This design comes from an exercise in tuning for small area and a short achievable clock period on the open sky130 flow, not from production work.
The RTL was checked by simulation tests, not by an equivalence proof against the original design.
No activity file was given, so power comes from the tool's default toggle rates.

Design main, start of the top module:
module main(
   input start,
   input clk,
   input rst,
   input [7:0] pixel_in1,
   input [7:0] pixel_in2,
   input [7:0] pixel_in3,
   input [7:0] pixel_in4,
   input [7:0] filter,
   input [7:0] size,
   output reg ValidResult,
   output reg [18:0] Pixel_address,
   output reg [7:0] pixel_out1,
   output reg [7:0] pixel_out2,
   output reg [7:0] pixel_out3,
   output reg [7:0] pixel_out4
);
For scale: ~4700 cells after synthesis, ~590 flip-flops, roughly 100 I/O pins, ~39000 um^2 of cells after synthesis.
export LEC_CHECK = 0
export ABC_AREA = 1
export CAP_MARGIN = 20
export CORE_MARGIN = 2
export CORE_UTILIZATION = 55
export CTS_BUF_LIST = sky130_fd_sc_hd__clkbuf_8
export SLEW_MARGIN = 20
create_clock -name core_clock -period 52.0 [get_ports {clk}]
run.sh (not shown) runs the stock make flow with config.mk's settings and CLKGATE_MAP_FILE= SYNTH_SCRIPT=/design/flow/synth_recipe.tcl, a recipe that flattens the netlist after the stock synthesis.
Edit:
Settings changed: ABC_AREA 1 to not set, CORE_UTILIZATION 55 to 40, CTS_BUF_LIST sky130_fd_sc_hd__clkbuf_8 to not set.
Outcome: Worst setup slack improved by 0.85 ns; synthesized area stays flat; total power shrinks by about 1%; via count fell by 6.6%; final area went up by 0.70%; routed wire length goes down by about 4%; hold slack is about the same; fmax goes up by 6.8%; register-to-register slack improved by 0.50 ns.

* * *

== alpha ==
Another version of the RTL of main (not shown whole).
For scale: about 4,200 cells after synthesis, roughly 560 flip-flops, roughly 38,000 um^2 of cells after synthesis.
==> flow/config.mk <==
export PLATFORM = sky130hd
export DESIGN_NAME = main
export DESIGN_NICKNAME = main
export VERILOG_FILES = /design/flow/design.v
export SDC_FILE = /design/flow/constraint.sdc
export NUM_CORES = 4
export LEC_CHECK = 0
export CAP_MARGIN = 20
export CORE_MARGIN = 2
export CORE_UTILIZATION = 40
export CTS_CLUSTER_DIAMETER = 70
export CTS_CLUSTER_SIZE = 30
export PLACE_DENSITY = 0.85
export SLEW_MARGIN = 50
==> flow/constraint.sdc <==
create_clock -name core_clock -period 52.0 [get_ports {clk}]
set_input_delay 10.4000 -clock core_clock [delete_from_list [all_inputs] [get_ports {clk}]]
set_output_delay 10.4000 -clock core_clock [all_outputs]
set_load 0.01 [all_outputs]
### alpha -> beta
# alpha
export LEC_CHECK = 0
export CAP_MARGIN = 20
export CORE_MARGIN = 2
export CORE_UTILIZATION = 40
export CTS_CLUSTER_DIAMETER = 70
export CTS_CLUSTER_SIZE = 30
export PLACE_DENSITY = 0.85
export SLEW_MARGIN = 50
create_clock -name core_clock -period 52.0 [get_ports {clk}]
# beta
export LEC_CHECK = 0
export CAP_MARGIN = 20
export CORE_MARGIN = 2
export CORE_UTILIZATION = 55
export CTS_CLUSTER_DIAMETER = 70
export CTS_CLUSTER_SIZE = 30
export SLEW_MARGIN = 50
create_clock -name core_clock -period 52.0 [get_ports {clk}]
--- outcome ---
- On total area of sequential cells, beta and alpha are basically level.
- beta vs alpha: signal arrival time at the worst endpoint down
- The met2 wire length in beta is 1.06 times that in alpha.
Changes in gamma relative to beta:
# beta
export LEC_CHECK = 0
export CAP_MARGIN = 20
export CORE_MARGIN = 2
export CORE_UTILIZATION = 55
export CTS_CLUSTER_DIAMETER = 70
export CTS_CLUSTER_SIZE = 30
export SLEW_MARGIN = 50
create_clock -name core_clock -period 52.0 [get_ports {clk}]
# gamma
export LEC_CHECK = 0
export CAP_MARGIN = 20
export CORE_MARGIN = 2
export CORE_UTILIZATION = 40
export CTS_CLUSTER_DIAMETER = 70
export CTS_CLUSTER_SIZE = 30
export PLACE_DENSITY = 0.75
export SLEW_MARGIN = 50
create_clock -name core_clock -period 52.0 [get_ports {clk}]
Results
- As far as average cell area after synthesis goes, beta and gamma are indistinguishable; the numbers are identical.
- Looking at buffer and inverter count on the worst path, gamma sits 1 lower than beta does.
- Any difference in post-route standard cell area excluding fillers between beta and gamma is small enough to ignore.
- gamma vs. beta: sequential cell area share flat; final cell count up 310.
- gamma reports a lower core utilization than beta does.
- Higher power share of the combinational group among beta and gamma: gamma
- Row wire length of the first global-routing pass: gamma lower / beta higher
- Going from beta to gamma, CTS H-tree depth shrinks by 1.
- In gamma relative to beta, first-iteration DRC count had gone up by more than 10%.
Here is what was changed in the inputs of delta compared with gamma.
# gamma
export LEC_CHECK = 0
export CAP_MARGIN = 20
export CORE_MARGIN = 2
export CORE_UTILIZATION = 40
export CTS_CLUSTER_DIAMETER = 70
export CTS_CLUSTER_SIZE = 30
export PLACE_DENSITY = 0.75
export SLEW_MARGIN = 50
create_clock -name core_clock -period 52.0 [get_ports {clk}]
# delta
export LEC_CHECK = 0
export CAP_MARGIN = 20
export CORE_MARGIN = 2
export CORE_UTILIZATION = 40
export CTS_CLUSTER_DIAMETER = 60
export CTS_CLUSTER_SIZE = 24
export PLACE_DENSITY = 0.75
export SLEW_MARGIN = 50
create_clock -name core_clock -period 52.0 [get_ports {clk}]
Results
- delta vs gamma — total detailed-routing wirelength rose 0.42%.
- Going from gamma to delta, first-iteration DRC count grows by about 1.6%.
- Comparing delta and gamma, the higher area overhead of the layout relative to synthesis is on delta.
- Core occupancy in the finished layout, delta and gamma, lower one = gamma.
- Timing-limited maximum frequency went down slightly going from gamma to delta.
- delta vs gamma: worst-case hold slack up
- Going from gamma to delta, setup slack has decreased; overall power after layout grew by about 3%.
--- input diff delta..epsilon ---
# delta
export LEC_CHECK = 0
export CAP_MARGIN = 20
export CORE_MARGIN = 2
export CORE_UTILIZATION = 40
export CTS_CLUSTER_DIAMETER = 60
export CTS_CLUSTER_SIZE = 24
export PLACE_DENSITY = 0.75
export SLEW_MARGIN = 50
create_clock -name core_clock -period 52.0 [get_ports {clk}]
# epsilon
export LEC_CHECK = 0
export CAP_MARGIN = 20
export CORE_MARGIN = 2
export CORE_UTILIZATION = 40
export CTS_CLUSTER_DIAMETER = 60
export CTS_CLUSTER_SIZE = 24
export SLEW_MARGIN = 50
create_clock -name core_clock -period 52.0 [get_ports {clk}]
==> comparison <==
- Compared with delta, epsilon shows a layout buffer count excluding clock buffers that is about 1.1% higher.
- Delta(routed wire length, epsilon - delta) > 0
- Looking at worst clock skew on the final layout, epsilon sits above delta.
- Of epsilon and delta, delta shows the lower routed length on met1, with epsilon above it.
- From delta to epsilon the numbers moved as follows: power density over the cells +2.1%; critical path depth higher; post-route total power climbed 2.8%.

* * *

== P ==
Starting RTL as in the previous note.
Settings: LEC_CHECK=0, CAP_MARGIN=20, CORE_MARGIN=2, CORE_UTILIZATION=40, CTS_CLUSTER_DIAMETER=60, CTS_CLUSTER_SIZE=24, SLEW_MARGIN=20; clock period 52.0 ns.
Every stage of the flow completed for P, and the final layout passed the timing, design-rule and antenna checks.
Input changes introduced in Q (baseline for comparison: P):
Settings: CTS_CLUSTER_DIAMETER removed (was 60); CTS_CLUSTER_SIZE removed (was 24); SLEW_MARGIN changed from 20 to 80; CAP_MARGIN changed from 20 to 50.
### Flow results
Run comparison: Q cell with the largest stage delay on the worst path sky130_fd_sc_hd__clkdlybuf4s50_1; P cell with the largest stage delay on the worst path sky130_fd_sc_hd__nor2b_1. Between Q and P, it is Q whose static leakage is higher, by 11%. Period utilization, P and Q: smaller value in Q. As far as placeable core region is concerned, P and Q perform about the same. Between P and Q, the fraction of power consumed by combinational cells is lower for P. Going from P to Q, the total power was found to have gone up by 11%. Clock tree buffer count of the final layout (Q vs. P) increases by more than a quarter.
> inputs changed (Q -> R)
Settings: SLEW_MARGIN changed from 80 to 60; CTS_CLUSTER_SIZE newly set to 24; CAP_MARGIN changed from 50 to 20; CTS_CLUSTER_DIAMETER newly set to 60.
[summary]
- The post-synthesis area per instance on Q is in line with that on R.
- Compared R vs Q, and register-to-register slack is up in R.
- The pre-CTS worst setup slack of R was inferior to that of Q.
- R: met1 wire length 170 um above Q
- Of the two candidates, Q has the better post-route worst setup slack and R the worse one.
- Highest fanout seen on the critical path came out higher on R than on Q.
- On R: non-clock buffer count is 163 lower than what Q gave.
- Looking at clock transition at the registers of the reported paths, R sits 0.02 ns above Q.
- On portion of total power attributed to combinational logic, the lower figure sits with R, not Q.
- [compare] base=Q new=R: global-route track usage on met2 shows a reduction of 1.3 points, power of the sequential group was more or less identical.

## what the ideal ports hide
The flow's constraints put no driver on any port. The routed layouts listed below were extracted and timed again, unchanged, in two steps. Step 1 sets driving cells, clkbuf_16 on the clock port and buf_2 on the other inputs (assumed; they add their load-dependent delay and slew). Step 2, shift: input delay + t, output delay - t, t = (earliest + latest rising clock arrival at the registers) / 2. This alone moves slack from input paths to output paths. Slacks: ideal / step 1 / step 2; pairs: ideal / step 1.
run	t (ns)	setup WS [ns]	latest minus earliest clock arrival (ns)	worst register clock-pin slew, ns	pins driven straight from the clock port
the first run of note 1	0.786	38.762 / 38.802 / 38.016	0.052 / 0.053	0.07 / 0.07	1
the second run of note 1	0.712	39.609 / 39.655 / 38.943	0.043 / 0.044	0.08 / 0.08	1
alpha	0.722	39.801 / 39.835 / 39.119	0.062 / 0.061	0.12 / 0.12	1
beta	0.679	39.789 / 39.836 / 39.157	0.044 / 0.044	0.11 / 0.11	1
gamma	0.730	39.877 / 39.872 / 39.199	0.092 / 0.092	0.12 / 0.12	1
delta	0.676	39.799 / 39.846 / 39.170	0.046 / 0.046	0.10 / 0.10	1
epsilon	0.696	39.781 / 39.827 / 39.131	0.066 / 0.066	0.10 / 0.10	1
P	0.703	39.384 / 39.434 / 38.731	0.051 / 0.050	0.09 / 0.09	1
Q	0.720	39.949 / 39.874 / 39.360	0.068 / 0.067	0.07 / 0.07	1
R	0.699	39.778 / 39.826 / 39.128	0.052 / 0.053	0.09 / 0.09	1
After both steps every run listed still meets setup and hold. For the first run of note 1, which loses most, drivers alone change the setup slack by +0.040 ns; drivers and shift together by -0.746 ns.
